What follows belongs to an exercise in optimizing a design on an open flow for small area and a short achievable clock period; a production flow would make more cautious choices. The RTL was checked by simulation tests, not by an equivalence proof against the original design. Power is estimated from default activity; no workload was simulated.

==> flow/design.v (excerpt) <==
module ysyx_25030077_top(
  input         clock,
  input         reset,
  output [31:0] imem_addr,
  input  [31:0] imem_rdata,
  output [31:0] dmem_addr,
  output        dmem_ren,
  input  [31:0] dmem_rdata,
  output        dmem_wen,
  output [3:0]  dmem_wmask,
  output [31:0] dmem_wdata,
  output [4:0]  wb_rd,
  output [31:0] wb_data,
  output        ebreak,
  output        illegal
);
For scale: ~5100 cells after synthesis, about 1200 flip-flops, about 210 I/O pins, roughly 60000 um2 of cells after synthesis.
==> flow/config.mk <==
export PLATFORM = sky130hd
export DESIGN_NAME = ysyx_25030077_top
export DESIGN_NICKNAME = ysyx_25030077_top
export VERILOG_FILES = /design/flow/design.v
export SDC_FILE = /design/flow/constraint.sdc
export NUM_CORES = 4
export LEC_CHECK = 0
export CAP_MARGIN = 20
export CORE_MARGIN = 2
export CORE_UTILIZATION = 50
export CTS_CLUSTER_DIAMETER = 70
export CTS_CLUSTER_SIZE = 24
export PLACE_DENSITY = 0.57
export SETUP_SLACK_MARGIN = 5
export SLEW_MARGIN = 20
==> flow/constraint.sdc <==
create_clock -name core_clock -period 17.0 [get_ports {clock}]
set_input_delay 3.4000 -clock core_clock [delete_from_list [all_inputs] [get_ports {clock}]]
set_output_delay 3.4000 -clock core_clock [all_outputs]
set_load 0.01 [all_outputs]
standard.sh (not shown) runs the stock make flow with config.mk's settings and CLKGATE_MAP_FILE= SYNTH_SCRIPT=/design/flow/synth_recipe.tcl, a recipe that flattens the netlist after the stock synthesis.
==> flow/flow/run.sh <==
#!/bin/bash
# The standard ORFS layout (standard.sh), with the port buffers that
# buffer_ports inserts made plain sky130_fd_sc_hd__buf_1 cells; timing repair
# resizes the ones on critical paths as usual. make's full output goes to
# standard_make.log here; ORFS keeps each step's log under orfs/logs/.
set -euo pipefail
bash standard.sh "BUFFER_PORTS_ARGS=-buffer_cell sky130_fd_sc_hd__buf_1" finish > standard_make.log 2>&1
The baseline finished clean.
Edit:
CORE_UTILIZATION = 42   (was 50)
CTS_CLUSTER_DIAMETER = 90   (was 70)
PLACE_DENSITY = 0.52   (was 0.57)
Non-clock buffer count is higher by 24.
Design area shrinks by 0.64%.
Setup slack degrades by 83 ps.
Critical path depth grows by 4.
Power shrinks by about 6%.
Edit:
==> flow/run.sh (new file) <==
#!/bin/bash
# synth_recipe.tcl (not shown) runs the flow's synth.tcl, then flattens the netlist and writes it again
# the make line also repeats each setting of config.mk as NAME=value (left out here)
make -C /OpenROAD-flow-scripts/flow DESIGN_CONFIG=/design/flow/config.mk WORK_HOME=/design/flow/orfs CLKGATE_MAP_FILE= SYNTH_SCRIPT=/design/flow/synth_recipe.tcl finish
CORE_UTILIZATION = 38   (was 42)
CTS_CLUSTER_DIAMETER = 70   (was 90)
PLACE_DENSITY = 0.5   (was 0.52)
removed: flow/flow/run.sh
removed: flow/standard.sh
What happened:
- The changed run finished with timing, DRC and antenna clean
- non-clock buffer count grows by 111
- via count is about the same
- wire length went up by a few percent
- core utilization drops by 1.9 points
- design area went up by a few percent
- sequential share of layout area shrinks by 2.9 points
- cell count increases by a few percent
Edit:
==> flow/flow/run.sh (new file) <==
#!/bin/bash
# The standard ORFS layout (standard.sh), with the port buffers that
# buffer_ports inserts made plain sky130_fd_sc_hd__buf_1 cells; timing repair
# resizes the ones on critical paths as usual. make's full output goes to
# standard_make.log here; ORFS keeps each step's log under orfs/logs/.
set -euo pipefail
bash standard.sh "BUFFER_PORTS_ARGS=-buffer_cell sky130_fd_sc_hd__buf_1" finish > standard_make.log 2>&1
==> flow/standard.sh (new file) <==
#!/bin/bash
# synth_recipe.tcl (not shown) runs the flow's synth.tcl, then flattens the netlist and writes it again
# the make line also repeats each setting of config.mk as NAME=value (left out here)
make -C /OpenROAD-flow-scripts/flow DESIGN_CONFIG=/design/flow/config.mk WORK_HOME=/design/flow/orfs CLKGATE_MAP_FILE= SYNTH_SCRIPT=/design/flow/synth_recipe.tcl "${@:-finish}"
CORE_UTILIZATION = 42   (was 38)
PLACE_DENSITY = 0.52   (was 0.5)
removed: flow/run.sh
What happened: Critical path depth stays the same. Combinational power shrinks by about 5%. Synthesized area is unchanged. Power went down by 2.5%. Routed wire length falls by 2.5%.

== nickel ==
Starting RTL as in the previous note.
clock: 17.0 ns
lec_check: 0
cap_margin: 20
core_margin: 2
core_utilization: 45
cts_cluster_diameter: 70
cts_cluster_size: 24
place_density: 0.55
setup_slack_margin: 5
slew_margin: 20
==> flow/flow/run.sh <==
#!/bin/bash
# The standard ORFS layout (standard.sh), with the port buffers that
# buffer_ports inserts made plain sky130_fd_sc_hd__buf_1 cells; timing repair
# resizes the ones on critical paths as usual. make's full output goes to
# standard_make.log here; ORFS keeps each step's log under orfs/logs/.
set -euo pipefail
bash standard.sh "BUFFER_PORTS_ARGS=-buffer_cell sky130_fd_sc_hd__buf_1" finish > standard_make.log 2>&1
Setup changes, nickel to tundra
- a change of PLACE_DENSITY from 0.55 to 0.52
- a change of CORE_UTILIZATION from 45 to 42
- a change of CTS_CLUSTER_DIAMETER from 70 to 80
--- outcome ---
tundra ends up with a clock period minus worst slack that is 220 ps lower than in nickel. In tundra the register-to-register slack turned out 350 ps higher than in nickel. Going from nickel to tundra, proportion of power drawn by the clock network shrinks by 3.6 points. In the tables for nickel and tundra, number of vias per cell after detailed routing reads lower with tundra. HPWL reported at the end of detailed placement: tundra worse than nickel. Diff nickel -> tundra: part of the total power dissipated in sequential elements went up; number of multi-input combinational cells did not really move. Re power dissipated by switching net loads: tundra is 0.10 mW down on nickel. Wire length of the first global-routing pass across nickel and tundra: no real change.
Relative to tundra, the following input files were edited for violet:
- swapping 80 for 70 in CTS_CLUSTER_DIAMETER
- swapping 0.52 for 0.5 in PLACE_DENSITY
- swapping 42 for 38 in CORE_UTILIZATION
Internal cell power delta for violet relative to tundra: 0.17 mW higher
Compared with tundra, in violet synthesized area did not really move, global-route usage went down, sequential share of layout area went down, length of routed met3 wiring went up.
violet vs tundra: design area up in violet
[compare] base=tundra new=violet: global-route wire length before repair moved up; floorplan die height moved up; routed wire length per instance moved down.

[separate check: timing with driven ports]
How much do the figures lean on ideal ports? The routed layouts below were timed once more, with nothing changed but the port constraints.
Step 1 (the two cells are an assumption about what drives the block):
set clk [get_ports {clock}]
set_driving_cell -lib_cell sky130_fd_sc_hd__clkbuf_16 $clk
set_driving_cell -lib_cell sky130_fd_sc_hd__buf_2 [delete_from_list [all_inputs] $clk]
Step 2 adds t to the input delays and takes it off the output delays; t is the mean of the earliest and latest rising clock arrival at the registers after step 1. Input paths then give back, and output paths get back, about the clock's delay inside the block.
Three values: ideal ports, drivers, drivers and shift; two values: the first two.
| run | t (ns) | slack for setup (ns) | slew at the worst register clock pin (ns) | pins driven straight from the clock port |
|---|---|---|---|---|
| the first run of note 1 | 0.792 | 4.641 / 4.537 / 4.537 | 0.10 / 0.10 | 1 |
| the second run of note 1 | 0.808 | 4.558 / 4.514 / 4.514 | 0.11 / 0.11 | 1 |
| the third run of note 1 | 0.825 | 4.454 / 4.263 / 4.263 | 0.09 / 0.09 | 1 |
| the fourth run of note 1 | 0.806 | 4.444 / 4.371 / 4.371 | 0.10 / 0.10 | 1 |
| nickel | 0.824 | 4.340 / 4.293 / 4.293 | 0.10 / 0.10 | 1 |
| tundra | 0.802 | 4.556 / 4.504 / 4.504 | 0.10 / 0.10 | 1 |
| violet | 0.807 | 4.515 / 4.456 / 4.456 | 0.10 / 0.10 | 1 |
After both steps setup and hold are still met in every run listed. For the third run of note 1, which loses most, drivers alone change the setup slack by -0.191 ns; drivers and shift together by -0.191 ns.
